Background: an optimization exercise with open tools, aiming at small area. Do not read the settings as production practice.
The RTL was checked by simulation tests, not by an equivalence proof against the original design.
In runs 2 to 7 the design's own scripts or RTL, not TritonCTS, make the clock network.
The flow treats the clock pin as an ideal source. Dropping or thinning the clock tree relies on that and would not hold on a real chip.
Power figures rest on the tool's default switching activity, not on a simulated workload.

### design/flow/design.v
`timescale 1ns / 1ps
module mtm_Alu (
    input  wire clk,    
    input  wire rst_n,  
    input  wire sin,    
    output wire sout    
);
  reg  [3:0]  rcnt;    
  reg         rtype;   
  reg  [3:0]  dcnt;    
  reg  [3:0]  crc4;
  reg  [1:0]  op;      
  reg  [31:0] A;
  reg  [31:0] B;
  wire rpay     = !rcnt[3];
  wire rlast    = (rcnt == 4'd7);
  wire crc_bit  = (rtype && rcnt == 4'd0) ? 1'b1 : sin;
  wire crc_fb   = crc4[3] ^ crc_bit;
  wire [3:0] crc4_nx = {crc4[2:0], 1'b0} ^ {2'b00, crc_fb, crc_fb};
  wire recv_b   = rpay && !rtype && (dcnt[3:2] == 2'b00);
  wire recv_a   = rpay && !rtype && (dcnt[3:2] == 2'b01);
  wire ctl_end  = rlast && rtype;
  reg  [3:0]  tpos;
  reg  [2:0]  fidx;
  reg  [1:0]  err;     
  reg         cy;
  reg         fv, fz, fn;
  reg  [2:0]  crc3;
  wire t_idle   = fidx[2] & (fidx[1] ^ fidx[0]);
  wire t_comp   = (fidx == 3'd7);
  wire t_ctl    = (fidx == 3'd4);
  wire t_act    = !t_idle && !t_comp;
  wire t_pay    = t_act && !tpos[3];
  wire t_data   = t_pay && !fidx[2];
  wire trigger  = t_idle && rtype && rcnt == 4'd3;
  reg  [3:0]  bd;
  always @* begin
    case (tpos[2:0])
      3'd1: bd = B[3:0];
      3'd2: bd = B[7:4];
      3'd3: bd = B[11:8];
      3'd4: bd = B[15:12];
      3'd5: bd = B[19:16];
      3'd6: bd = B[23:20];
      3'd7: bd = B[27:24];
      default: bd = B[31:28];
    endcase
  end
  wire        arith = op[1];
  wire        sub   = op[0];
  wire [3:0]  ad    = A[3:0];
  wire [3:0]  bx    = bd ^ {4{sub}};
  wire [4:0]  sum   = {1'b0, ad} + {1'b0, bx} + {4'b0, cy};
  wire [3:0]  lg    = sub ? (ad | bd) : (ad & bd);
  wire [3:0]  cd    = arith ? sum[3:0] : lg;
  wire        vd    = arith & ~(ad[3] ^ bx[3]) & (ad[3] ^ sum[3]);
  reg pbit;
  always @* begin
    if (err == 2'b00) begin
      case (tpos[2:0])
        3'd0: pbit = 1'b0;
        3'd1: pbit = arith & (cy ^ sub);
        3'd2: pbit = fv;
        3'd3: pbit = fz;
        3'd4: pbit = fn;
        default: pbit = crc3[2];
      endcase
    end
    else begin
      case (tpos[2:0])
        3'd1, 3'd4: pbit = err[1] & err[0];
        3'd2, 3'd5: pbit = err[1] & ~err[0];
        3'd3, 3'd6: pbit = ~err[1] & err[0];
        default:    pbit = 1'b1;
      endcase
    end
  end
  wire tbit    = t_ctl ? pbit : A[31];
  wire a_sc = t_comp;
  wire a_ss = !t_comp && (recv_a || t_data);
  wire a_sh = !(t_comp || recv_a || t_data);
  wire [31:0] a_nx = ({32{a_sc}} & {cd, A[31:4]}) |
                     ({32{a_ss}} & {A[30:0], sin}) |
                     ({32{a_sh}} & A);
  wire crc3_fb = crc3[2] ^ tbit;
  assign sout  = !t_act ? 1'b1 :
                 !tpos[3] ? tbit :
                 tpos[1] ? t_ctl : ~tpos[0];
  always @(posedge clk) begin
    if (!rst_n) begin
      rcnt <= 4'd8;
      dcnt <= 4'd0;
      crc4 <= 4'd0;
      fidx <= 3'd5;
    end
    else begin
      if (rcnt == 4'd8) begin
        if (!sin) rcnt <= 4'd9;
      end
      else if (rcnt == 4'd9)
        rcnt <= 4'd0;
      else
        rcnt <= rcnt + 4'd1;
      if (rpay)
        crc4 <= ctl_end ? 4'd0 : crc4_nx;
      if (rlast) begin
        if (rtype)
          dcnt <= 4'd0;
        else if (dcnt[3])
          dcnt[0] <= 1'b1;
        else
          dcnt <= dcnt + 4'd1;
      end
      if (trigger)
        fidx <= 3'd7;
      else if (!t_idle && tpos == 4'd8)
        fidx <= (t_comp && err != 2'b00) ? 3'd4 : fidx + 3'd1;
    end
  end
  always @(posedge clk) begin
    if (trigger)
      tpos <= 4'd1;
    else if (tpos == 4'd10)
      tpos <= 4'd0;
    else
      tpos <= tpos + 4'd1;
    if (rcnt == 4'd9)
      rtype <= sin;
    if (rtype && (rcnt == 4'd1 || rcnt == 4'd3))
      op <= {op[0], sin};
    if (rtype && rcnt == 4'd2)
      err <= {1'b0, sin};
    if (ctl_end) begin
      if (dcnt != 4'd8)        err <= 2'b11;
      else if (crc4_nx != 0)   err <= 2'b10;
    end
    if (recv_b)
      B <= {B[30:0], sin};
    A <= a_nx;
    cy <= (trigger & op[0] & sin) | (t_comp & sum[4]) | (!trigger & !t_comp & cy);
    fz <= trigger | (fz & (!t_comp | (cd == 4'd0)));
    if (t_comp) begin
      fv   <= vd;
      fn   <= cd[3];
      crc3 <= 3'd0;
    end
    else if (t_pay)
      crc3 <= {crc3[1:0], 1'b0} ^ {1'b0, crc3_fb, crc3_fb};
  end
endmodule
### design/flow/flow/run.sh
#!/bin/bash
# The standard layout (standard.sh) with three changes:
#  - synthesis: ABC maps for area (flow/abc_area.script: strash; dch -f; amap)
#    instead of ORFS's delay-oriented script, and Yosys's half/full-adder
#    extraction and Kogge-Stone carry mapping are left out, so ABC sees all
#    logic. The registers are those of the standard synthesis (flip-flop
#    mapping is unchanged).
#  - clock tree synthesis: clkbuf_8 buffers and no dummy loads.
#  - port buffers: sky130_fd_sc_hd__buf_1.
# Each tool's full output goes to a log file in this folder.
set -euo pipefail
here=$(pwd)

# private copy of the ORFS scripts, with the synthesis changes
rm -rf "$here/scripts"
cp -r "$FLOW_HOME/scripts" "$here/scripts"
cp "$here/flow/abc_area.script" "$here/scripts/abc_speed.script"
sed -i 's/\[dont_use_adder_kinds\] ne "none"$/[dont_use_adder_kinds] ne "none" \&\& 0/' "$here/scripts/synth.tcl"
sed -i 's#"-extra-map $::env(FLOW_HOME)/platforms/common/lcu_kogge_stone.v"\]#""]#' "$here/scripts/synth.tcl"
grep -q 'ne "none" && 0' "$here/scripts/synth.tcl"
! grep -q 'lcu_kogge_stone' "$here/scripts/synth.tcl"

cts="-sink_clustering_enable -repair_clock_nets -dont_use_dummy_load -buf_list sky130_fd_sc_hd__clkbuf_8"
bash standard.sh "SCRIPTS_DIR=$here/scripts" "CTS_ARGS=$cts" \
  "BUFFER_PORTS_ARGS=-buffer_cell sky130_fd_sc_hd__buf_1" finish > standard_flow.log 2>&1
### design/flow/flow/abc_area.script
strash
dch -f
amap
topo
### design/flow/standard.sh
#!/bin/bash
# synth_recipe.tcl (not shown) runs the flow's synth.tcl, then flattens the netlist and writes it again
# the make line also repeats each setting of config.mk as NAME=value (left out here)
make -C /OpenROAD-flow-scripts/flow DESIGN_CONFIG=/design/flow/config.mk WORK_HOME=/design/flow/orfs CLKGATE_MAP_FILE= SYNTH_SCRIPT=/design/flow/synth_recipe.tcl "${@:-finish}"
### design/flow/config.mk
export PLATFORM = sky130hd
export DESIGN_NAME = mtm_Alu
export DESIGN_NICKNAME = mtm_Alu
export VERILOG_FILES = /design/flow/design.v
export SDC_FILE = /design/flow/constraint.sdc
export NUM_CORES = 4
export LEC_CHECK = 0
export CAP_MARGIN = 20
export CORE_MARGIN = 2
export CORE_UTILIZATION = 70
export CTS_BUF_LIST = sky130_fd_sc_hd__clkbuf_8
export SLEW_MARGIN = 20
### design/flow/constraint.sdc
create_clock -name core_clock -period 10.0 [get_ports {clk}]
set_input_delay 2.0000 -clock core_clock [delete_from_list [all_inputs] [get_ports {clk}]]
set_output_delay 2.0000 -clock core_clock [all_outputs]
set_load 0.01 [all_outputs]
==> flow_summary.ini, run 1 <==
[cells_and_area]
fillers = 336
nets = 408
synthToLayoutAreaGrowth_pct = 6.57
fin_cells = 473
drive_above_1_share = 0.0347
num_antenna_cells = 0
fin_util = 0.788

[detailed_routing]
vias = 3131
wl_per_cell_um = 17.6
dr.first_iter.drc_count = 358
wl_mm = 8.31
via_per_inst = 6.62
drc = 0
ant_nets = 0
first_pass_iters = 7

[place]
place_congestion = 0.854
hpwl_mm = 5.98
portBuffers = 3
dp_cells = 464

[synth]
yosysTopAreaCellShare = 0.302
ys_async_sr_fraction = 0
syn_nets = 391
yosysWarnings = 1
ys_seq_elements = 95
synth_edf_count = 37
synth_commonest_cells = clkinv_1 (60), dfxtp_1 (58), nor2_1 (56)
synth_area_leaders = dfxtp_1 (30%), edfxtp_1 (29%), a222oi_1 (7.8%)
synth_area_um2 = 3850
synth_top_area_cell = dfxtp_1
synth-simple-area-share = 0.130
synth_area_per_cell_um2 = 9.92
synth_seq_area_share = 0.590
synthCells = 388
synth.most_common_cell = clkinv_1
synth.area.mux_share = 0
synthXorXnorAreaFrac = 0
yosys.area_share.adder = 0
synthDistinctLibCells = 32
synth-compound-area-share = 0.221
synth_flop_cell = dfxtp_1
synth_top_family_by_area = compound AO/OA/AOI/OAI gates

[clock_network]
cts_tree = done
cts_max_level = 3
clk_pin_slew_ns = 0.09
cts_resized = 0
cts_buffer_depth = 2
worstSkewPairLatency_ns = 0.37
ctsHoldBuffers = 0
cts.sinks = 95
root_buffer = clkbuf_8
cts_made_buffers = 9
post_cts_buffers = 0

[global_routing]
grt_pass1_wl_mm = 13.8
grt_max_degree = 36
grt_antenna_before_repair = 0
grt_usage = 0.294
grt_pass1_vias = 2871
overflow = 0

[power]
p_int_mw = 0.639
p_per_area_nw_per_um2 = 238
p_leak_nw = 1.41
ir_worst_vdd_mv = 0.133
power_frac_comb = 0.294
netSwitchingPower_mw = 0.338
power_frac_seq = 0.507
p_sw_frac = 0.346
clkPwrFrac = 0.199

[timing]
rsz0062_at_grt = no
slew_viol_final = 0
max_slew.worst_pin.slew_ns = 0.739
finalClockSkew_ns = 0.0324
report.final.hold_viol_count = 0
post-route-min-period_ns = 4.66
fmax_ghz = 0.214
setup-tns-final_ns = 0
relSlewSlack = 0.504
finalSetupViolCount = 0
fin_crit_sh = 0.466

[critical_path]
crit_type = reg -> out
cp.required_ns = 8.00
reg2reg_depth = 19
crit_fanout = 6
start_kind = flip-flop
arrival_ns = 2.66
end_kind = output port

[hold_path]
hold_path.class = reg -> reg
hold_depth = 0

[floorplan]
rows = 26
core_area_um2 = 5200
initial_core_util = 0.739
die_w_um = 78.2
die_area_um2 = 6110
die_y_um = 78.2
ios = 4

[outcome]
outcome = no timing/DRC/antenna violations

[job]
max_cap_violations = 0
==> final timing paths <==
path | slack, ns | to | startpoint
setup reg to reg | 6.31 | A[31] | tpos[1]
hold / removal | 0.45 | B[14] | B[13]
setup / recovery | 5.34 | sout | tpos[2]
hold reg to reg | 0.45 | B[14] | B[13]
==> state kept, by name (all words and copies together) (netlist names), 2 cells and up <==
name	flops
A	32
B	32
crc3	3
crc4	4
dcnt	4
err	2
fidx	3
op	2
rcnt	4
tpos	4
==> logic make-up (layout without fill, tap and decap cells) <==
family,Yosys count,count (layout)
AO/OA/AOI/OAI,115,115
flip-flops,95,95
buffers and inverters,60,75
AND/OR/NAND/NOR,118,118
==> routing by layer <==
| layer | global-route usage | share of wire | wire [um] | up-vias |
|---|---|---|---|---|
| met5 | 0 | 0 | 0 | - |
| met2 | 0.467 | 0.48 | 3960 | 157 |
| met4 | 0.0947 | 0.014 | 120 | 0 |
| li1 | - | - | - | 1492 |
| met3 | 0.0908 | 0.080 | 662 | 14 |
| met1 | 0.390 | 0.43 | 3570 | 1468 |
==> cell type report <==
cell class              instances  area, um^2  share of cell area
well taps                      70        87.6              0.0214
multi-input cells             233        1360               0.331
flip-flops and latches         95        2270               0.554
repair buffers                  6        33.8             0.00824
clock buffers                   9         124              0.0302
inverters                      60         225              0.0549
==> cells in the final DEF (no fill, tap or decap), drive strengths merged, types with 6 or more instances in the layout <==
cell / n
a221oi: 7
a21oi: 16
nand3: 6
o21ai: 25
dfxtp: 58
edfxtp: 37
nand2: 29
clkinv: 60
clkbuf: 9
buf: 6
nor2: 56
o22ai: 6
nor3: 14
a222oi: 30
==> worst max-delay path, cell delays in order (launching register included) <==
cell      delay [ns]
dfxtp_1         0.42
clkinv_1        0.20
nor3_1          0.51
or3_1           0.20
o31ai_1         0.06
a21oi_1         0.18
nor3_1          0.08
nor3_1          0.24
a21oi_1         0.11
a21oi_1         0.15
buf_1           0.16
==> power groups by stage <==
stage               combinational (mW)  clock [mW]  sequential (mW)
floorplan                        0.216           0            0.490
global placement                 0.258           0            0.501
detailed placement               0.280           0            0.502
CTS                              0.280       0.197            0.494
global route                     0.316       0.212            0.501
finish                           0.287       0.194            0.495
==> through the flow <==
stage	power, mW	hold slack (ns)	setup WS [ns]	cell area [um^2]
2_1_floorplan	0.706	0.425	6.27	3850
3_3_place_gp	0.759	0.437	5.88	3980
3_5_place_dp	0.782	0.437	5.75	3980
4_1_cts	0.970	0.447	5.37	4100
5_1_grt	1.03	0.449	5.15	4100
6_report	0.977	0.450	5.34	4100
==> inputs of run 2 (changes only) <==
--- a/design/flow/flow/run.sh
+++ b/design/flow/flow/run.sh
@@ -5,7 +5,9 @@
 #    extraction and Kogge-Stone carry mapping are left out, so ABC sees all
 #    logic. The registers are those of the standard synthesis (flip-flop
 #    mapping is unchanged).
-#  - clock tree synthesis: clkbuf_8 buffers and no dummy loads.
+#  - clock tree: three clkbuf_16 buffers driven by the clock port, each
+#    driving a third of the flip-flops (split by x position), built by
+#    flow/mcts.tcl in place of TritonCTS; clock-tree timing repair as usual.
 #  - port buffers: sky130_fd_sc_hd__buf_1.
 # Each tool's full output goes to a log file in this folder.
 set -euo pipefail
@@ -20,6 +22,7 @@
 grep -q 'ne "none" && 0' "$here/scripts/synth.tcl"
 ! grep -q 'lcu_kogge_stone' "$here/scripts/synth.tcl"
 
-cts="-sink_clustering_enable -repair_clock_nets -dont_use_dummy_load -buf_list sky130_fd_sc_hd__clkbuf_8"
-bash standard.sh "SCRIPTS_DIR=$here/scripts" "CTS_ARGS=$cts" \
+sed -i "s#^log_cmd clock_tree_synthesis {\*}\$cts_args#source $here/flow/mcts.tcl; manual_cts 3 sky130_fd_sc_hd__clkbuf_16; set_propagated_clock [all_clocks]#" "$here/scripts/cts.tcl"
+grep -q "manual_cts 3" "$here/scripts/cts.tcl"
+bash standard.sh "SCRIPTS_DIR=$here/scripts" \
   "BUFFER_PORTS_ARGS=-buffer_cell sky130_fd_sc_hd__buf_1" finish > standard_flow.log 2>&1
==> design/flow/flow/mcts.tcl (new file) <==
# manual clock tree: NB clkbuf cells from the clock port, sinks split by x/y
proc manual_cts { nbuf master_name } {
  set block [ord::get_db_block]
  set db [ord::get_db]
  set master [$db findMaster $master_name]
  set clk [$block findNet clk]
  set sinks {}
  foreach it [$clk getITerms] {
    lappend sinks $it
  }
  # sort sinks by x then split into nbuf groups of near-equal size
  set keyed {}
  foreach it $sinks {
    set inst [$it getInst]
    set loc [$inst getLocation]
    lappend keyed [list [lindex $loc 0] [lindex $loc 1] $it]
  }
  set keyed [lsort -integer -index 0 $keyed]
  set n [llength $keyed]
  for {set b 0} {$b < $nbuf} {incr b} {
    set lo [expr {$b * $n / $nbuf}]
    set hi [expr {($b + 1) * $n / $nbuf}]
    set buf [odb::dbInst_create $block $master "clkbuf_m$b"]
    set net [odb::dbNet_create $block "clknet_m$b"]
    $net setSigType CLOCK
    set sx 0; set sy 0
    for {set i $lo} {$i < $hi} {incr i} {
      set e [lindex $keyed $i]
      set it [lindex $e 2]
      $it disconnect
      $it connect $net
      set sx [expr {$sx + [lindex $e 0]}]
      set sy [expr {$sy + [lindex $e 1]}]
    }
    set cnt [expr {$hi - $lo}]
    [$buf findITerm A] connect $clk
    [$buf findITerm X] connect $net
    $buf setLocation [expr {$sx / $cnt}] [expr {$sy / $cnt}]
    $buf setPlacementStatus PLACED
  }
}
==> flow_summary.ini, run 2 <==
[job]
max_cap_violations = 0

[synth]
ys_async_sr_fraction = 0
synth_area_leaders = dfxtp_1 (30%), edfxtp_1 (29%), a222oi_1 (7.8%)
ys_seq_elements = 95
synthDistinctLibCells = 32
synth_seq_area_share = 0.590
synthCells = 388
synth_flop_cell = dfxtp_1
synth_area_per_cell_um2 = 9.92
synth_edf_count = 37
syn_nets = 391
synth_area_um2 = 3850
synth_commonest_cells = clkinv_1 (60), dfxtp_1 (58), nor2_1 (56)
yosysWarnings = 1
yosysTopAreaCellShare = 0.302
synth.most_common_cell = clkinv_1
synth_top_area_cell = dfxtp_1

[floorplan]
initial_core_util = 0.739
die_area_um2 = 6110
ios = 4
rows = 26
die_y_um = 78.2
die_w_um = 78.2
core_area_um2 = 5200

[clock_network]
cts_resized = 0
post_cts_buffers = 0
clk_pin_slew_ns = 0.11
worstSkewPairLatency_ns = 0.17
ctsHoldBuffers = 0

[detailed_routing]
wl_mm = 8.12
vias = 3102
via_per_inst = 6.64
drc = 0
dr.first_iter.drc_count = 402
wl_per_cell_um = 17.4
ant_nets = 0
first_pass_iters = 8

[power]
p_per_area_nw_per_um2 = 229
clkPwrFrac = 0.157
p_sw_frac = 0.339
p_leak_nw = 1.38
power_frac_seq = 0.532
total_power_mw = 0.930
power_frac_comb = 0.310
netSwitchingPower_mw = 0.316
ir_worst_vdd_mv = 0.215
p_int_mw = 0.614

[hold_path]
min_to = B[14]
hold_path.class = reg -> reg
hp-start = B[13]
hold_depth = 0

[cells_and_area]
reg.largest.list = A x32, B x32
drive_above_1_share = 0.0202
mostFrequentLayoutCells = clkinv_1 (60), dfxtp_1 (58), nor2_1 (55), edfxtp_1 (37), a222oi_1 (30)
fin_cells = 467
regArea_um2 = 2270
num_antenna_cells = 0
final_common_cell = clkinv_1
synthToLayoutAreaGrowth_pct = 5.30
multi_input_area_um2 = 1360
fillers = 342
nets = 402

[timing]
slew_viol_final = 0
holdWs_ns = 0.464
fmax_ghz = 0.222
rsz0062_at_grt = no
relSlewSlack = 0.498
setup-tns-final_ns = 0
max_slew.worst_pin.slew_ns = 0.749
fin_crit_sh = 0.450
report.final.hold_viol_count = 0
post-route-min-period_ns = 4.50
finalSetupViolCount = 0
finalClockSkew_ns = 0.00742

[place]
hpwl_mm = 5.98
dp_cells = 464
place_congestion = 0.854
portBuffers = 3

[global_routing]
grt_antenna_before_repair = 0
grt_pass1_vias = 2799
grt_pass1_wl_mm = 13.4
grt_usage = 0.270
grt_max_degree = 36
overflow = 0

[critical_path]
crit_fanout = 6
r2r_slack_ns = 6.27
rr_startpoint = tpos[2]
start_kind = flip-flop
reg2reg_depth = 20
crit_type = reg -> out
rr_endpoint = A[31]
cp.required_ns = 8.00
end_kind = output port
arrival_ns = 2.50

[outcome]
outcome = no timing/DRC/antenna violations
[run 2: cell counts after synthesis]
No cell type changed its count.
[run 2: metrics by stage]
step                      area (um^2)  worst slack (ns)  utilization
after floorplan                  3850              6.27            -
after global placement           3980              5.88        0.764
after detailed placement         3980              5.75        0.764
after CTS                        4050              5.52        0.779
after global routing             4050              5.31        0.779
final                            4050              5.50        0.779
[run 2: cell type report]
type,instances,area share
multi-input cells,233,0.335
inverters,60,0.0556
flip-flops and latches,95,0.561
well taps,70,0.0216
repair buffers,6,0.00834
plain buffers,3,0.0185
[run 2: power by group through the flow]
stage	registers (mW)	clock network, mW	logic (mW)
2_1_floorplan	0.490	0	0.216
3_3_place_gp	0.501	0	0.258
3_5_place_dp	0.502	0	0.280
4_1_cts	0.493	0.149	0.282
5_1_grt	0.500	0.161	0.316
6_report	0.495	0.146	0.289
[run 2: metal layers]
metal  vias to the layer above  share of wire  track usage
li1                       1478              -            -
met1                      1466           0.44        0.388
met2                       144           0.48        0.466
met3                        14          0.062       0.0161
met4                         0          0.015       0.0439
met5                         -              0            0
[run 2: logic make-up after synthesis]
kind of cell           Yosys count  share of synthesized area
buffers and inverters           60                     0.0585
AO/OA/AOI/OAI                  115                      0.221
AND/OR/NAND/NOR                118                      0.130
flip-flops                      95                      0.590
[run 2: worst max-delay path by stage]
| stage | startpoint | endpoint | depth (start not counted) |
|---|---|---|---|
| floorplan | tpos[2] | sout | 9 |
| global placement | tpos[2] | sout | 10 |
| detailed placement | tpos[2] | sout | 10 |
| CTS | tpos[2] | sout | 10 |
| global route | tpos[2] | sout | 10 |
| finish | tpos[2] | sout | 10 |
[run 2: worst max-delay path: stages (launching register included)]
cell	delay, ns
dfxtp_1	0.44
clkinv_1	0.20
nor3_1	0.50
or3_1	0.20
o31ai_1	0.08
a21oi_1	0.19
nor3_1	0.08
nor3_1	0.22
a21oi_1	0.10
a21oi_1	0.16
buf_1	0.17
==> inputs of run 3 (changes only) <==
--- a/design/flow/design.v
+++ b/design/flow/design.v
@@ -126,11 +126,11 @@
       tpos <= tpos + 4'd1;
     if (rcnt == 4'd9)
       rtype <= sin;
-    if (rtype && (rcnt == 4'd1 || rcnt == 4'd3))
+    if (t_idle && rtype && (rcnt == 4'd1 || rcnt == 4'd3))
       op <= {op[0], sin};
-    if (rtype && rcnt == 4'd2)
+    if (t_idle && rtype && rcnt == 4'd2)
       err <= {1'b0, sin};
-    if (ctl_end) begin
+    if (ctl_end && t_comp) begin
       if (dcnt != 4'd8)        err <= 2'b11;
       else if (crc4_nx != 0)   err <= 2'b10;
     end
==> flow_summary.ini, run 3 <==
[synth]
synthCells = 397
synth-simple-area-share = 0.126
yosys.area_share.adder = 0
yosysTopAreaCellShare = 0.300
synth-compound-area-share = 0.223
synth_flop_cell = dfxtp_1
synth_seq_area_share = 0.586
synth_area_leaders = dfxtp_1 (30%), edfxtp_1 (29%), a222oi_1 (7.7%)
synth_top_family_by_area = compound AO/OA/AOI/OAI gates
synthDistinctLibCells = 32
synth_area_um2 = 3880
synth_commonest_cells = clkinv_1 (64), nor2_1 (63), dfxtp_1 (58)
ys_async_sr_fraction = 0
synth.most_common_cell = clkinv_1
synthXorXnorAreaFrac = 0.00226
synth_edf_count = 37
yosysWarnings = 1
synth_area_per_cell_um2 = 9.76
ys_seq_elements = 95
syn_nets = 400
synth_top_area_cell = dfxtp_1
synth.area.mux_share = 0

[outcome]
outcome = no timing/DRC/antenna violations

[detailed_routing]
wl_per_cell_um = 17.2
drc = 0
first_pass_iters = 8
wl_mm = 8.21
vias = 3124
dr.first_iter.drc_count = 306
via_per_inst = 6.54
ant_nets = 0

[cells_and_area]
fillers = 390
drive_above_1_share = 0.0197
reg.largest.list = A x32, B x32
regArea_um2 = 2270
nets = 411
fin_cells = 478
multi_input_area_um2 = 1370
synthToLayoutAreaGrowth_pct = 5.33
num_antenna_cells = 0
final_common_cell = clkinv_1
mostFrequentLayoutCells = clkinv_1 (64), nor2_1 (62), dfxtp_1 (58), edfxtp_1 (37), a222oi_1 (30)

[floorplan]
ios = 4
die_area_um2 = 6150
initial_core_util = 0.713
die_w_um = 78.4
die_y_um = 78.4
rows = 27
core_area_um2 = 5440

[timing]
setup-tns-final_ns = 0
finalSetupViolCount = 0
holdWs_ns = 0.471
relSlewSlack = 0.490
rsz0062_at_grt = no
finalClockSkew_ns = 0.0129
report.final.hold_viol_count = 0
fmax_ghz = 0.215
max_slew.worst_pin.slew_ns = 0.760
fin_crit_sh = 0.465
post-route-min-period_ns = 4.65
slew_viol_final = 0

[clock_network]
cts_resized = 0
clk_pin_slew_ns = 0.11
worstSkewPairLatency_ns = 0.17
post_cts_buffers = 0
ctsHoldBuffers = 0

[critical_path]
rr_endpoint = fz
rr_startpoint = tpos[1]
start_kind = flip-flop
arrival_ns = 2.65
startpoint = tpos[1]
end_kind = output port
r2r_slack_ns = 5.89
cp.required_ns = 8.00
crit_fanout = 6
reg2reg_depth = 24
crit_end = sout
crit_type = reg -> out

[power]
p_per_area_nw_per_um2 = 231
total_power_mw = 0.943
ir_worst_vdd_mv = 0.198
p_leak_nw = 1.38

[hold_path]
hold_path.class = reg -> reg
hold_depth = 0

[global_routing]
grt_antenna_before_repair = 0
grt_pass1_wl_mm = 13.2
overflow = 0
grt_max_degree = 37
grt_pass1_vias = 2794
grt_usage = 0.263

[place]
dp_cells = 475
hpwl_mm = 5.98
place_congestion = 0.905
portBuffers = 3

[job]
max_cap_violations = 0
-- run 3: layout make-up --
| cell class | count | share of cell area |
|---|---|---|
| repair buffers | 6 | 0.00827 |
| multi-input cells | 238 | 0.336 |
| flip-flops and latches | 95 | 0.557 |
| inverters | 64 | 0.0588 |
| well taps | 72 | 0.0221 |
| plain buffers | 3 | 0.0184 |
-- run 3: worst min path at each step --
stage | to | startpoint
after global placement | B[26] | B[25]
final | B[2] | B[1]
after CTS | B[5] | B[4]
after global routing | B[17] | B[16]
after floorplan | B[11] | B[10]
after detailed placement | B[5] | B[4]
-- run 3: worst max-delay path, cell delays in order, from the launching register on --
cell       delay, ns
dfxtp_1         0.41
clkinv_1        0.11
nor2_1          0.16
clkinv_1        0.11
nor2_1          0.35
nor2_1          0.11
o211ai_1        0.09
o21ai_0         0.11
a2111oi_0       0.42
nor3_1          0.09
a21oi_1         0.22
a21oi_1         0.13
buf_1           0.15
-- run 3: metrics by stage --
step / setup slack [ns] / cell area, um^2 / utilization
6_report: 5.35 / 4080 / 0.751
5_1_grt: 5.00 / 4080 / 0.751
4_1_cts: 5.37 / 4080 / 0.751
2_1_floorplan: 6.04 / 3880 / -
3_3_place_gp: 5.70 / 4010 / 0.737
3_5_place_dp: 5.57 / 4010 / 0.737
-- run 3: routing by layer --
layer,up-vias,track usage,wire length (um)
met4,0,0.0649,228
met2,127,0.432,3870
li1,1504,-,-
met5,-,0,0
met1,1471,0.388,3660
met3,22,0.0172,449
-- run 3: cell families after synthesis --
logic type / after synthesis
buf+inv: 64
xor+xnor: 1
flops: 95
simple gates: 118
compound gates: 119
-- run 3: power breakdown --
group / switching [mW] / internal, mW / leakage (nW)
clock network: 0.0907 / 0.0559 / 0.0370
registers: 0.0433 / 0.454 / 0.812
logic: 0.191 / 0.108 / 0.531
==> inputs of run 4 (changes only) <==
--- a/design/flow/design.v
+++ b/design/flow/design.v
@@ -24,28 +24,17 @@
   reg  [2:0]  fidx;
   reg  [1:0]  err;     
   reg         cy;
-  reg         fv, fz, fn;
+  reg         fz;
   reg  [2:0]  crc3;
-  wire t_idle   = fidx[2] & (fidx[1] ^ fidx[0]);
+  wire t_idle   = (fidx == 3'd5);
   wire t_comp   = (fidx == 3'd7);
-  wire t_ctl    = (fidx == 3'd4);
+  wire t_ctl    = fidx[2] & !fidx[0];
+  wire t_ectl   = t_ctl & fidx[1];
   wire t_act    = !t_idle && !t_comp;
   wire t_pay    = t_act && !tpos[3];
   wire t_data   = t_pay && !fidx[2];
   wire trigger  = t_idle && rtype && rcnt == 4'd3;
-  reg  [3:0]  bd;
-  always @* begin
-    case (tpos[2:0])
-      3'd1: bd = B[3:0];
-      3'd2: bd = B[7:4];
-      3'd3: bd = B[11:8];
-      3'd4: bd = B[15:12];
-      3'd5: bd = B[19:16];
-      3'd6: bd = B[23:20];
-      3'd7: bd = B[27:24];
-      default: bd = B[31:28];
-    endcase
-  end
+  wire [3:0]  bd = B[3:0];
   wire        arith = op[1];
   wire        sub   = op[0];
   wire [3:0]  ad    = A[3:0];
@@ -56,13 +45,13 @@
   wire        vd    = arith & ~(ad[3] ^ bx[3]) & (ad[3] ^ sum[3]);
   reg pbit;
   always @* begin
-    if (err == 2'b00) begin
+    if (!t_ectl) begin
       case (tpos[2:0])
         3'd0: pbit = 1'b0;
         3'd1: pbit = arith & (cy ^ sub);
-        3'd2: pbit = fv;
+        3'd2: pbit = err[1];
         3'd3: pbit = fz;
-        3'd4: pbit = fn;
+        3'd4: pbit = err[0];
         default: pbit = crc3[2];
       endcase
     end
@@ -76,6 +65,12 @@
     end
   end
   wire tbit    = t_ctl ? pbit : A[31];
+  wire b_sr = recv_b;
+  wire b_sc = t_comp && !recv_b;
+  wire b_sh = !(t_comp || recv_b);
+  wire [31:0] b_nx = ({32{b_sr}} & {B[30:0], sin}) |
+                     ({32{b_sc}} & {B[3:0], B[31:4]}) |
+                     ({32{b_sh}} & B);
   wire a_sc = t_comp;
   wire a_ss = !t_comp && (recv_a || t_data);
   wire a_sh = !(t_comp || recv_a || t_data);
@@ -114,7 +109,8 @@
       if (trigger)
         fidx <= 3'd7;
       else if (!t_idle && tpos == 4'd8)
-        fidx <= (t_comp && err != 2'b00) ? 3'd4 : fidx + 3'd1;
+        fidx <= (t_comp && err != 2'b00) ? 3'd6 :
+                (fidx == 3'd6) ? 3'd5 : fidx + 3'd1;
     end
   end
   always @(posedge clk) begin
@@ -134,16 +130,14 @@
       if (dcnt != 4'd8)        err <= 2'b11;
       else if (crc4_nx != 0)   err <= 2'b10;
     end
-    if (recv_b)
-      B <= {B[30:0], sin};
+    if (t_comp && tpos[3] && err == 2'b00)    
+      err <= {vd, cd[3]};
+    B <= b_nx;
     A <= a_nx;
     cy <= (trigger & op[0] & sin) | (t_comp & sum[4]) | (!trigger & !t_comp & cy);
     fz <= trigger | (fz & (!t_comp | (cd == 4'd0)));
-    if (t_comp) begin
-      fv   <= vd;
-      fn   <= cd[3];
+    if (t_comp)
       crc3 <= 3'd0;
-    end
     else if (t_pay)
       crc3 <= {crc3[1:0], 1'b0} ^ {1'b0, crc3_fb, crc3_fb};
   end
==> flow_summary.ini, run 4 <==
[cells_and_area]
reg.largest.list = A x32, B x32
multi_input_area_um2 = 1590
nets = 461
regArea_um2 = 1890
synthToLayoutAreaGrowth_pct = 5.72
fin_util = 0.777
fillers = 387
mostFrequentLayoutCells = clkinv_1 (97), dfxtp_1 (90), nor2_1 (60), a222oi_1 (54), nand2_1 (30)
design_area_um2 = 4040
final_common_cell = clkinv_1
num_antenna_cells = 0
drive_above_1_share = 0.0219

[synth]
synth.most_common_cell = clkinv_1
synth-compound-area-share = 0.287
synthDistinctLibCells = 32
synthXorXnorAreaFrac = 0
synth.area.mux_share = 0
yosysTopAreaCellShare = 0.471
synth_top_area_cell = dfxtp_1
ys_seq_elements = 93
synth_flop_cell = dfxtp_1
yosysWarnings = 1
synth_area_um2 = 3820
yosys.area_share.adder = 0
synth_seq_area_share = 0.495
synth_commonest_cells = clkinv_1 (97), dfxtp_1 (90), nor2_1 (63)
synth_area_leaders = dfxtp_1 (47%), a222oi_1 (14%), clkinv_1 (9.5%)
synth_top_family_by_area = compound AO/OA/AOI/OAI gates
synth_area_per_cell_um2 = 8.56
syn_nets = 450
ys_async_sr_fraction = 0
synth_edf_count = 3
synth-simple-area-share = 0.123
synthCells = 447

[global_routing]
grt_max_degree = 37
grt_usage = 0.261
grt_antenna_before_repair = 0
grt_pass1_vias = 3021
overflow = 0
grt_pass1_wl_mm = 13.4

[clock_network]
cts_resized = 0
worstSkewPairLatency_ns = 0.17
ctsHoldBuffers = 0
clk_pin_slew_ns = 0.11
post_cts_buffers = 0

[timing]
post-route-min-period_ns = 4.47
relSlewSlack = 0.441
setup-tns-final_ns = 0
fin_crit_sh = 0.447
holdWs_ns = 0.484
slew_viol_final = 0
report.final.hold_viol_count = 0
finalSetupViolCount = 0
finalClockSkew_ns = 0.00727
fmax_ghz = 0.224
max_slew.worst_pin.slew_ns = 0.831
rsz0062_at_grt = no

[critical_path]
crit_type = reg -> out
crit_fanout = 4
crit_buf_inv = 2
slowest_stage = dfxtp_1
end_kind = output port
path_common_cell = nor2_1
cp.required_ns = 8.00
cpLargestDelayFamily = compound AO/OA/AOI/OAI gates
reg2reg_depth = 10
start_kind = flip-flop
crit_path_cell_trace = clkinv_1 > nor2_1 > nor2_1 > a21oi_1 > nor2_1 > a2111oi_0 > a2111oi_0 > o32ai_1 > a221o_1 > buf_1
arrival_ns = 2.47
critPathMaxStageDelay_ns = 0.40
cp_num_cells = 10

[detailed_routing]
vias = 3394
first_pass_iters = 10
wl_mm = 8.11
wl_per_cell_um = 15.4
drc = 0
via_per_inst = 6.45
ant_nets = 0
dr.first_iter.drc_count = 502

[power]
total_power_mw = 0.853
p_per_area_nw_per_um2 = 211
p_leak_nw = 1.41
ir_worst_vdd_mv = 0.201

[place]
place_congestion = 0.917
portBuffers = 3
place_area_um2 = 3960
hpwl_mm = 5.65

[outcome]
outcome = no timing/DRC/antenna violations

[floorplan]
die_w_um = 77.9
initial_core_util = 0.735
rows = 26
core_area_um2 = 5200
die_y_um = 77.9
ios = 4
die_area_um2 = 6070

[hold_path]
hold_depth = 2
hold_path.class = reg -> reg

[job]
max_cap_violations = 0
==> run 4: worst paths after layout <==
check           from    end  slack [ns]
min reg2reg    A[30]  A[26]        0.48
max reg2reg  fidx[0]  A[10]        6.48
min            A[30]  A[26]        0.48
max          tpos[1]   sout        5.53
==> run 4: kinds of logic (layout without fill, tap and decap cells) <==
family | count (synthesis) | count (layout)
flip-flops | 93 | 93
AND/OR/NAND/NOR | 116 | 116
AO/OA/AOI/OAI | 141 | 141
buffers and inverters | 97 | 106
==> run 4: worst reg2reg max path: stages, from the launching register on <==
cell      delay (ns)
dfxtp_1         0.37
clkinv_1        0.15
nor2_1          0.17
clkinv_1        0.11
nor2_2          0.09
buf_4           0.37
clkinv_1        0.44
nand2_1         0.34
clkinv_1        0.62
a222oi_1        0.60
clkinv_1        0.14
==> run 4: metal layers <==
metal,track usage,vias to the layer above,share of wire
met3,0.0140,11,0.055
met4,0.0439,0,0.014
met1,0.353,1585,0.42
li1,-,1686,-
met2,0.472,112,0.51
met5,0,-,0
==> run 4: stage by stage <==
step	worst slack [ns]	std cells
global placement	5.79	523
CTS	5.52	526
detailed placement	5.74	523
finish	5.53	526
global route	5.25	526
floorplan	5.97	447
==> run 4: report_power, final <==
group          internal [mW]  switching [mW]
registers              0.433          0.0587
clock network         0.0557          0.0866
logic                 0.0892           0.130
==> run 4: final cells by class <==
type / count / share of cell area
multi-input cells: 257 / 0.394
plain buffers: 3 / 0.0186
repair buffers: 6 / 0.00835
inverters: 97 / 0.0900
flip-flops and latches: 93 / 0.468
well taps: 70 / 0.0217
==> inputs of run 5 (changes only) <==
--- a/design/flow/design.v
+++ b/design/flow/design.v
@@ -12,6 +12,7 @@
   reg  [1:0]  op;      
   reg  [31:0] A;
   reg  [31:0] B;
+  reg         pol;
   wire rpay     = !rcnt[3];
   wire rlast    = (rcnt == 4'd7);
   wire crc_bit  = (rtype && rcnt == 4'd0) ? 1'b1 : sin;
@@ -34,10 +35,10 @@
   wire t_pay    = t_act && !tpos[3];
   wire t_data   = t_pay && !fidx[2];
   wire trigger  = t_idle && rtype && rcnt == 4'd3;
-  wire [3:0]  bd = B[3:0];
+  wire [3:0]  bd = B[3:0] ^ {4{pol}};
   wire        arith = op[1];
   wire        sub   = op[0];
-  wire [3:0]  ad    = A[3:0];
+  wire [3:0]  ad    = A[3:0] ^ {4{pol}};
   wire [3:0]  bx    = bd ^ {4{sub}};
   wire [4:0]  sum   = {1'b0, ad} + {1'b0, bx} + {4'b0, cy};
   wire [3:0]  lg    = sub ? (ad | bd) : (ad & bd);
@@ -64,19 +65,20 @@
       endcase
     end
   end
-  wire tbit    = t_ctl ? pbit : A[31];
+  wire tbit    = t_ctl ? pbit : (A[31] ^ pol);
+  wire sin_p   = sin ^ pol;
   wire b_sr = recv_b;
   wire b_sc = t_comp && !recv_b;
   wire b_sh = !(t_comp || recv_b);
-  wire [31:0] b_nx = ({32{b_sr}} & {B[30:0], sin}) |
-                     ({32{b_sc}} & {B[3:0], B[31:4]}) |
-                     ({32{b_sh}} & B);
+  wire [31:0] b_nx = ~(({32{b_sr}} & {B[30:0], sin_p}) |
+                       ({32{b_sc}} & {B[3:0], B[31:4]}) |
+                       ({32{b_sh}} & B));
   wire a_sc = t_comp;
   wire a_ss = !t_comp && (recv_a || t_data);
   wire a_sh = !(t_comp || recv_a || t_data);
-  wire [31:0] a_nx = ({32{a_sc}} & {cd, A[31:4]}) |
-                     ({32{a_ss}} & {A[30:0], sin}) |
-                     ({32{a_sh}} & A);
+  wire [31:0] a_nx = ~(({32{a_sc}} & {cd ^ {4{pol}}, A[31:4]}) |
+                       ({32{a_ss}} & {A[30:0], sin_p}) |
+                       ({32{a_sh}} & A));
   wire crc3_fb = crc3[2] ^ tbit;
   assign sout  = !t_act ? 1'b1 :
                  !tpos[3] ? tbit :
@@ -132,6 +134,7 @@
     end
     if (t_comp && tpos[3] && err == 2'b00)    
       err <= {vd, cd[3]};
+    pol <= rst_n & ~pol;
     B <= b_nx;
     A <= a_nx;
     cy <= (trigger & op[0] & sin) | (t_comp & sum[4]) | (!trigger & !t_comp & cy);
==> design/flow/config.mk (replaced) <==
export PLATFORM = sky130hd
export DESIGN_NAME = mtm_Alu
export DESIGN_NICKNAME = mtm_Alu
export VERILOG_FILES = /design/flow/design.v
export SDC_FILE = /design/flow/constraint.sdc
export NUM_CORES = 4
export LEC_CHECK = 0
export CAP_MARGIN = 0
export CORE_MARGIN = 2
export CORE_UTILIZATION = 70
export SLEW_MARGIN = 0
==> flow_summary.ini, run 5 <==
[outcome]
outcome = no timing/DRC/antenna violations

[synth]
synth_area_um2 = 3730
synth_top_area_cell = dfxtp_1
synth_area_leaders = dfxtp_1 (49%), a222oi_1 (17%), nor2_1 (6.9%)
syn_nets = 406
synth_edf_count = 3
synth.most_common_cell = dfxtp_1
ys_seq_elements = 94
synth_commonest_cells = dfxtp_1 (91), nor2_1 (69), a222oi_1 (63)
yosysTopAreaCellShare = 0.489
synth_area_per_cell_um2 = 9.25
synthDistinctLibCells = 30
ys_async_sr_fraction = 0
synth_seq_area_share = 0.513
yosysWarnings = 1
synth_flop_cell = dfxtp_1
synthCells = 403

[cells_and_area]
nets = 418
mostFrequentLayoutCells = dfxtp_1 (91), nor2_1 (67), a222oi_1 (63), clkinv_1 (39)
regArea_um2 = 1910
fin_cells = 483
synthToLayoutAreaGrowth_pct = 5.81
multi_input_area_um2 = 1680
final_common_cell = dfxtp_1
drive_above_1_share = 0.0266
num_antenna_cells = 0
fillers = 387
reg.largest.list = A x32, B x32

[global_routing]
grt_max_degree = 35
met1_usage = 0.396
overflow = 0
grt_pass1_wl_mm = 14.5
grtUsageMet3 = 0.0129
grt_antenna_before_repair = 0
grt_pass1_vias = 3074
use_met2 = 0.500
busiest_layer = met2
grt_usage = 0.282

[detailed_routing]
drc = 0
dr.first_iter.drc_count = 418
ant_nets = 0
vias = 3370
wl_per_cell_um = 17.4
wl_mm = 8.42
via_per_inst = 6.98
first_pass_iters = 9

[floorplan]
die_area_um2 = 5920
ios = 4
die_w_um = 77.0
initial_core_util = 0.730
core_area_um2 = 5110
rows = 26
die_y_um = 77.0

[job]
max_cap_violations = 0

[place]
portBuffers = 3
hpwl_mm = 5.70
dp_cells = 480
place_congestion = 0.949

[critical_path]
cp.required_ns = 8.00
start_kind = flip-flop
end_kind = output port
crit_fanout = 4
arrival_ns = 2.43
crit_type = reg -> out

[power]
ir_worst_vdd_mv = 0.270
power_frac_seq = 0.594
p_leak_nw = 1.56
p_per_area_nw_per_um2 = 292
p_sw_frac = 0.362
p_int_mw = 0.735
power_frac_comb = 0.278
clkPwrFrac = 0.128
netSwitchingPower_mw = 0.418

[timing]
report.final.hold_viol_count = 0
rsz0062_at_grt = no
relSlewSlack = 0.197
finalSetupViolCount = 0
fmax_ghz = 0.226
finalClockSkew_ns = 0.0149
post-route-min-period_ns = 4.43
slew_viol_final = 0
max_slew.worst_pin.slew_ns = 1.20
setup-tns-final_ns = 0
fin_crit_sh = 0.443

[clock_network]
ctsHoldBuffers = 0
clk_pin_slew_ns = 0.12
worstSkewPairLatency_ns = 0.17
cts_resized = 0
post_cts_buffers = 0

[hold_path]
hold_path.class = reg -> reg
[run 5: changes by cell type after synthesis, sizes merged, moves of 4 or more]
cell    before  now
a21oi       21   26
a222oi      54   63
clkinv      97   39
nand2       30   26
nor2        63   69
o221ai       5    0
o22ai        4    8
[run 5: path summary, 6_finish.rpt]
kind / from / to / slack [ns] / depth (start not counted)
setup / recovery: tpos[0] / sout / 5.57 / 13
hold / removal: B[31] / B[31] / 0.46 / 1
setup reg to reg: pol / A[31] / 6.01 / 16
hold reg to reg: B[31] / B[31] / 0.46 / 1
[run 5: final cells by class]
| cell class | instances | share of cell area |
|---|---|---|
| timing repair buffer | 7 | 0.0105 |
| multi-input combinational | 270 | 0.426 |
| sequential | 94 | 0.485 |
| tap | 70 | 0.0222 |
| inverter | 39 | 0.0371 |
| buffer | 3 | 0.0190 |
[run 5: cells by family after synthesis]
logic type / after synthesis / synth area share
AO/OA/AOI/OAI: 150 / 0.315
XOR/XNOR: 1 / 0.00235
buffers and inverters: 39 / 0.0393
flip-flops: 94 / 0.513
AND/OR/NAND/NOR: 119 / 0.131
[run 5: per-stage QoR]
stage | total power [mW] | hold slack, ns | setup WS [ns] | utilization | cell area, um^2
after floorplan | 0.897 | 0.416 | 6.10 | - | 3730
after global placement | 0.973 | 0.439 | 5.97 | 0.757 | 3870
after detailed placement | 0.999 | 0.441 | 5.85 | 0.757 | 3870
after CTS | 1.14 | 0.460 | 5.63 | 0.772 | 3940
after global routing | 1.23 | 0.491 | 5.30 | 0.772 | 3940
final | 1.15 | 0.457 | 5.57 | 0.772 | 3940
[run 5: per-layer routing]
layer | vias to the layer above | routed length [um]
met5 | - | 0
met4 | 0 | 101
met3 | 11 | 414
met2 | 132 | 4180
met1 | 1590 | 3720
li1 | 1637 | -
[run 5: worst max-delay path: stages (launching register included)]
cell      delay, ns
dfxtp_1        0.42
clkinv_1       0.13
nor2_1         0.20
nor2_1         0.08
a21oi_1        0.21
nor2_1         0.08
o21ai_0        0.11
a32oi_1        0.13
o22ai_1        0.13
a21oi_1        0.09
o21ai_0        0.22
clkinv_1       0.11
o21ai_0        0.17
buf_1          0.17
[run 5: power groups by stage]
stage / sequential (mW) / clock, mW / combinational (mW)
after floorplan: 0.636 / 0 / 0.261
after global placement: 0.677 / 0 / 0.297
after detailed placement: 0.685 / 0 / 0.314
after CTS: 0.679 / 0.149 / 0.316
after global routing: 0.704 / 0.158 / 0.364
final: 0.685 / 0.147 / 0.320
==> inputs of run 6 (changes only) <==
--- a/design/flow/config.mk
+++ b/design/flow/config.mk
@@ -5,7 +5,8 @@
 export SDC_FILE = /design/flow/constraint.sdc
 export NUM_CORES = 4
 export LEC_CHECK = 0
-export CAP_MARGIN = 0
+export CAP_MARGIN = 20
 export CORE_MARGIN = 2
 export CORE_UTILIZATION = 70
-export SLEW_MARGIN = 0
+export CTS_BUF_LIST = sky130_fd_sc_hd__clkbuf_8
+export SLEW_MARGIN = 20
==> flow_summary.ini, run 6 <==
[outcome]
outcome = no timing/DRC/antenna violations

[critical_path]
slowest_stage = dfxtp_1
cp.required_ns = 8.00
crit_path_cell_trace = clkinv_1 > nor2_1 > nor2_1 > a21oi_1 > nor2_1 > o21ai_0 > a32oi_1 > o22ai_1 > a21oi_1 > o21ai_0 > clkinv_1 > o21ai_0 > buf_1
critPathMaxStageDelay_ns = 0.42
cpLargestDelayFamily = compound AO/OA/AOI/OAI gates
end_kind = output port
arrival_ns = 2.44
crit_buf_inv = 3
crit_type = reg -> out
crit_fanout = 4
start_kind = flip-flop

[cells_and_area]
num_antenna_cells = 0
final_common_cell = dfxtp_1
nets = 418
fillers = 384
fin_cells = 483
drive_above_1_share = 0.0266
reg.largest.list = A x32, B x32
synthToLayoutAreaGrowth_pct = 6.08
mostFrequentLayoutCells = dfxtp_1 (91), nor2_1 (67), a222oi_1 (63), clkinv_1 (39)
design_area_um2 = 3950

[power]
ir_worst_vdd_mv = 0.271
p_per_area_nw_per_um2 = 291
p_leak_nw = 1.56
total_power_mw = 1.15

[clock_network]
cts_resized = 0
ctsHoldBuffers = 0
worstSkewPairLatency_ns = 0.18
clk_pin_slew_ns = 0.12
post_cts_buffers = 0

[synth]
synthXorXnorAreaFrac = 0.00235
synth_area_leaders = dfxtp_1 (49%), a222oi_1 (17%), nor2_1 (6.9%)
synth.most_common_cell = dfxtp_1
yosysWarnings = 1
synthDistinctLibCells = 30
yosys.area_share.adder = 0
ys_seq_elements = 94
synth_area_per_cell_um2 = 9.25
yosysTopAreaCellShare = 0.489
synthCells = 403
synth.area.mux_share = 0
synth-simple-area-share = 0.131
synth_seq_area_share = 0.513
synth-compound-area-share = 0.315
synth_area_um2 = 3730
syn_nets = 406
synth_top_area_cell = dfxtp_1
ys_async_sr_fraction = 0
synth_edf_count = 3
synth_flop_cell = dfxtp_1
synth_top_family_by_area = compound AO/OA/AOI/OAI gates
synth_commonest_cells = dfxtp_1 (91), nor2_1 (69), a222oi_1 (63)

[floorplan]
ios = 4
die_y_um = 77.0
die_w_um = 77.0
initial_core_util = 0.730
die_area_um2 = 5920
core_area_um2 = 5110
rows = 26

[global_routing]
grt_pass1_vias = 3074
overflow = 0
grt_antenna_before_repair = 0
grt_max_degree = 35
grt_pass1_wl_mm = 14.5
grt_usage = 0.282

[timing]
report.final.hold_viol_count = 0
finalClockSkew_ns = 0.0137
fin_crit_sh = 0.444
max_slew.worst_pin.slew_ns = 0.698
setup-tns-final_ns = 0
slew_viol_final = 0
relSlewSlack = 0.534
fmax_ghz = 0.225
rsz0062_at_grt = no
finalSetupViolCount = 0
post-route-min-period_ns = 4.44

[place]
hpwl_mm = 5.70
place_congestion = 0.949
dp_cells = 480
portBuffers = 3
place_area_um2 = 3870

[hold_path]
hold_path.class = reg -> reg

[detailed_routing]
ant_nets = 0
wl_per_cell_um = 17.5
drc = 0
wl_mm = 8.44
first_pass_iters = 8
via_per_inst = 7.01
vias = 3387
dr.first_iter.drc_count = 446

[job]
max_cap_violations = 0
## run 6: report_power, final
part | switching [mW] | internal, mW
registers | 0.151 | 0.534
clock network | 0.0916 | 0.0560
logic | 0.175 | 0.144
## run 6: worst paths after layout
path                              start     to  slack, ns  cells after the start
worst min register to register    B[31]  B[31]       0.46                      1
worst max-delay path            tpos[0]   sout       5.56                     13
worst min-delay path              B[31]  B[31]       0.46                      1
worst max register to register      pol  A[31]       6.08                     16
## run 6: cell type report
cell class	count	area, um^2	area share
Buffer	3	75.1	0.0190
Tap cell	70	87.6	0.0222
Multi-Input combinational cell	270	1690	0.428
Sequential cell	94	1910	0.484
Timing Repair Buffer	7	41.3	0.0104
Inverter	39	146	0.0370
## run 6: kinds of logic (layout without fill, tap and decap cells)
logic type / count (synthesis) / after routing
compound gates: 150 / 150
simple gates: 119 / 119
flops: 94 / 94
buf+inv: 39 / 49
xor+xnor: 1 / 1
## run 6: per-layer routing
metal / part of all wire / global-route usage / routed length [um] / vias up
met5: 0 / 0 / 0 / -
met4: 0.016 / 0.0357 / 139 / 0
met3: 0.056 / 0.0129 / 471 / 15
met2: 0.49 / 0.500 / 4170 / 147
met1: 0.43 / 0.396 / 3660 / 1584
li1: - / - / - / 1641
## run 6: worst reg2reg max path: stages (launching register included)
cell and delay, ns:
dfxtp_1 0.55, clkinv_1 0.52, o21ai_0 0.42, nor2b_1 0.21, nor2_1 0.08, nand2_1 0.07
o21ai_0 0.12, o21ai_0 0.30, nand2_1 0.12, o21ai_0 0.13, nand2_1 0.11, nand2_1 0.13
nor2_1 0.06, o31ai_1 0.32, clkinv_1 0.21, a221oi_1 0.37, a221oi_1 0.08
## run 6: through the flow
| stage | utilization | hold WS (ns) | setup WS (ns) |
|---|---|---|---|
| floorplan | - | 0.416 | 6.10 |
| global placement | 0.757 | 0.439 | 5.97 |
| finish | 0.774 | 0.460 | 5.56 |
| detailed placement | 0.757 | 0.441 | 5.85 |
| CTS | 0.772 | 0.460 | 5.63 |
| global route | 0.774 | 0.491 | 5.30 |
==> inputs of run 7 (changes only) <==
--- a/design/flow/design.v
+++ b/design/flow/design.v
@@ -68,13 +68,13 @@
   wire tbit    = t_ctl ? pbit : (A[31] ^ pol);
   wire sin_p   = sin ^ pol;
   wire b_sr = recv_b;
-  wire b_sc = t_comp && !recv_b;
-  wire b_sh = !(t_comp || recv_b);
+  wire b_sc = t_comp && !tpos[3];    
+  wire b_sh = !(b_sc || recv_b);
   wire [31:0] b_nx = ~(({32{b_sr}} & {B[30:0], sin_p}) |
                        ({32{b_sc}} & {B[3:0], B[31:4]}) |
                        ({32{b_sh}} & B));
   wire a_sc = t_comp;
-  wire a_ss = !t_comp && (recv_a || t_data);
+  wire a_ss = recv_a || t_data;
   wire a_sh = !(t_comp || recv_a || t_data);
   wire [31:0] a_nx = ~(({32{a_sc}} & {cd ^ {4{pol}}, A[31:4]}) |
                        ({32{a_ss}} & {A[30:0], sin_p}) |
==> flow_summary.ini, run 7 <==
[detailed_routing]
vias = 3329
dr.first_iter.drc_count = 465
wl_per_cell_um = 16.3
first_pass_iters = 10
wl_mm = 7.83
drc = 0
ant_nets = 0
via_per_inst = 6.91

[cells_and_area]
design_area_um2 = 3960
fin_cells = 482
synthToLayoutAreaGrowth_pct = 6.60
fillers = 353
multi_input_area_um2 = 1700
final_common_cell = dfxtp_1
nets = 417
mostFrequentLayoutCells = dfxtp_1 (91), nor2_1 (65), a222oi_1 (63), clkinv_1 (37), nand2_1 (26)
num_antenna_cells = 0
regArea_um2 = 1910
fin_util = 0.775
reg.largest.list = A x32, B x32
drive_above_1_share = 0.0291

[synth]
synth_commonest_cells = dfxtp_1 (91), nor2_1 (67), a222oi_1 (63)
yosys.area_share.adder = 0
yosysWarnings = 1
synth_edf_count = 3
synth-compound-area-share = 0.314
synth-simple-area-share = 0.133
synth.most_common_cell = dfxtp_1
synth_seq_area_share = 0.515
synth.area.mux_share = 0
yosysTopAreaCellShare = 0.491
synth_area_leaders = dfxtp_1 (49%), a222oi_1 (17%), nor2_1 (6.8%)
synthDistinctLibCells = 29
synth_area_um2 = 3710
synthXorXnorAreaFrac = 0
ys_seq_elements = 94
syn_nets = 404
synthCells = 401
ys_async_sr_fraction = 0
synth_top_family_by_area = compound AO/OA/AOI/OAI gates
synth_area_per_cell_um2 = 9.26
synth_top_area_cell = dfxtp_1
synth_flop_cell = dfxtp_1

[critical_path]
cp.required_ns = 8.00
crit_type = reg -> out
end_kind = output port
start_kind = flip-flop
crit_fanout = 4
critPathMaxStageDelay_ns = 0.40
crit_end = sout
crit_path_cell_trace = clkinv_1 > nor2_1 > nor2_1 > a21oi_1 > nor4_1 > a31oi_1 > o21ai_0 > a22oi_1 > o21ai_0 > a221o_1 > buf_1
reg2reg_depth = 16
rr_endpoint = A[31]
crit_buf_inv = 2
arrival_ns = 2.40
slowest_stage = dfxtp_1
rr_startpoint = pol
startpoint = tpos[1]
cpLargestDelayFamily = compound AO/OA/AOI/OAI gates
cp_num_cells = 11
r2r_slack_ns = 6.32

[power]
p_per_area_nw_per_um2 = 288
p_leak_nw = 1.38
total_power_mw = 1.14
ir_worst_vdd_mv = 0.219

[timing]
finalSetupViolCount = 0
post-route-min-period_ns = 4.40
setup-tns-final_ns = 0
rsz0062_at_grt = no
relSlewSlack = 0.398
report.final.hold_viol_count = 0
finalClockSkew_ns = 0.00547
fin_crit_sh = 0.440
max_slew.worst_pin.slew_ns = 0.895
fmax_ghz = 0.227
layout_setup_ws_ns = 5.60
slew_viol_final = 0
holdWs_ns = 0.451

[clock_network]
worstSkewPairLatency_ns = 0.17
ctsHoldBuffers = 0
post_cts_buffers = 0
cts_resized = 0
clk_pin_slew_ns = 0.11

[place]
hpwl_mm = 5.35
place_congestion = 0.972
portBuffers = 3
place_area_um2 = 3880
dpl_worst_slack_ns = 5.88
dp_cells = 479

[floorplan]
die_y_um = 76.8
core_area_um2 = 5110
die_w_um = 76.8
rows = 26
ios = 4
initial_core_util = 0.727
die_area_um2 = 5900

[job]
max_cap_violations = 0

[global_routing]
overflow = 0
grt_antenna_before_repair = 0
grt_pass1_vias = 2960
grt_pass1_wl_mm = 13.4
grt_max_degree = 37
grt_usage = 0.263

[outcome]
outcome = no timing/DRC/antenna violations

[hold_path]
hold_path.class = reg -> reg
run 7: how the worst min path moves through the flow:
stage / from / cells past startpoint / end / slack, ns
2_1_floorplan: B[31] / 1 / B[27] / 0.42
3_3_place_gp: B[31] / 1 / B[27] / 0.42
3_5_place_dp: B[31] / 1 / B[27] / 0.44
4_1_cts: B[31] / 1 / B[27] / 0.46
5_1_grt: B[31] / 1 / B[27] / 0.48
6_report: B[31] / 1 / B[27] / 0.45
run 7: layout make-up:
class / count / area share
Timing Repair Buffer: 8 / 0.0123
Tap cell: 70 / 0.0221
Multi-Input combinational cell: 270 / 0.429
Sequential cell: 94 / 0.483
Inverter: 37 / 0.0351
Buffer: 3 / 0.0190
run 7: per-layer routing:
metal  global-route usage  routed length (um)
met1                0.371                3480
met3               0.0118                 400
met5                    0                   0
met2                0.461                3880
met4               0.0400                  72
run 7: kinds of logic after synthesis:
logic type / after synthesis
AOI/OAI and AO/OA: 150
buffers and inverters: 37
DFF: 94
and+or+nand+nor: 120
run 7: worst register-to-register path: stages, from the launching register on:
cell      delay (ns)
dfxtp_1         0.55
clkinv_1        0.52
o21ai_0         0.36
nor2b_1         0.21
nor2_1          0.08
o21ai_0         0.23
o21ai_0         0.16
nand2_1         0.09
o21ai_0         0.10
nand2_1         0.10
nand2_1         0.10
clkinv_1        0.07
nor3_1          0.05
o31ai_1         0.32
clkinv_1        0.20
a221oi_1        0.33
a221oi_1        0.08
run 7: power by group:
group	total [mW]	leakage [nW]	internal [mW]	switching, mW
registers	0.661	0.787	0.524	0.136
logic	0.335	0.557	0.169	0.167
clock network	0.143	0.0370	0.0558	0.0877
==> inputs of run 8 (changes only) <==
--- a/design/flow/config.mk
+++ b/design/flow/config.mk
@@ -7,6 +7,5 @@
 export LEC_CHECK = 0
 export CAP_MARGIN = 20
 export CORE_MARGIN = 2
-export CORE_UTILIZATION = 70
-export CTS_BUF_LIST = sky130_fd_sc_hd__clkbuf_8
+export CORE_UTILIZATION = 85
 export SLEW_MARGIN = 20
==> flow_summary.ini, run 8 <==
[synth]
synth_seq_area_share = 0.515
ys_seq_elements = 94
synth_top_area_cell = dfxtp_1
synthCells = 401
yosysWarnings = 1
yosysTopAreaCellShare = 0.491
synth_flop_cell = dfxtp_1
syn_nets = 404
synthDistinctLibCells = 29
synth_area_leaders = dfxtp_1 (49%), a222oi_1 (17%), nor2_1 (6.8%)
synth.most_common_cell = dfxtp_1
synth_area_um2 = 3710
ys_async_sr_fraction = 0
synth_commonest_cells = dfxtp_1 (91), nor2_1 (67), a222oi_1 (63)
synth_edf_count = 3
synth_area_per_cell_um2 = 9.26

[outcome]
outcome = stopped before the end
error_line = [ERROR GPL-0301] Utilization 100.327 % exceeds 100%.
lastStage = 3_1_place_gp_skip_io

[floorplan]
initial_core_util = 0.865
rows = 24
die_y_um = 70.1
die_w_um = 70.1
-- run 8: cell counts after synthesis --
No cell type changed its count.
-- run 8: cell families after synthesis --
| logic type | share of synthesized area |
|---|---|
| AOI/OAI and AO/OA | 0.314 |
| and+or+nand+nor | 0.133 |
| DFF | 0.515 |
| buffers and inverters | 0.0374 |

## re-timing with driven ports
No port has a modelled driver above. Below, the same layouts with a new extraction and two added sets of constraints.
Step 1 sets driving cells, clkbuf_16 on the clock port and buf_2 on the other inputs (assumed; they add their load-dependent delay and slew).
Step 2 moves the port delays by t, midway between the first and last clock arrival at a register: inputs arrive t later, outputs are due t later. That takes back most of the time a late clock gives input paths.
Three values: ideal, step 1, step 2; two values: the first two.
| run | shift t [ns] | setup slack, ns | clock arrival spread, ns | slew at the worst register clock pin (ns) |
|---|---|---|---|---|
| run 1 | 0.388 | 5.338 / 5.309 / 5.697 | 0.032 / 0.032 | 0.10 / 0.10 |
| run 2 | 0.225 | 5.496 / 5.438 / 5.663 | 0.008 / 0.007 | 0.11 / 0.11 |
| run 3 | 0.225 | 5.351 / 5.293 / 5.518 | 0.014 / 0.014 | 0.11 / 0.11 |
| run 4 | 0.227 | 5.530 / 5.468 / 5.695 | 0.008 / 0.008 | 0.11 / 0.11 |
| run 5 | 0.227 | 5.574 / 5.514 / 5.741 | 0.015 / 0.015 | 0.12 / 0.12 |
| run 6 | 0.228 | 5.565 / 5.505 / 5.733 | 0.014 / 0.014 | 0.12 / 0.12 |
| run 7 | 0.224 | 5.596 / 5.537 / 5.761 | 0.007 / 0.006 | 0.11 / 0.11 |
After both steps every run listed still meets setup and hold.
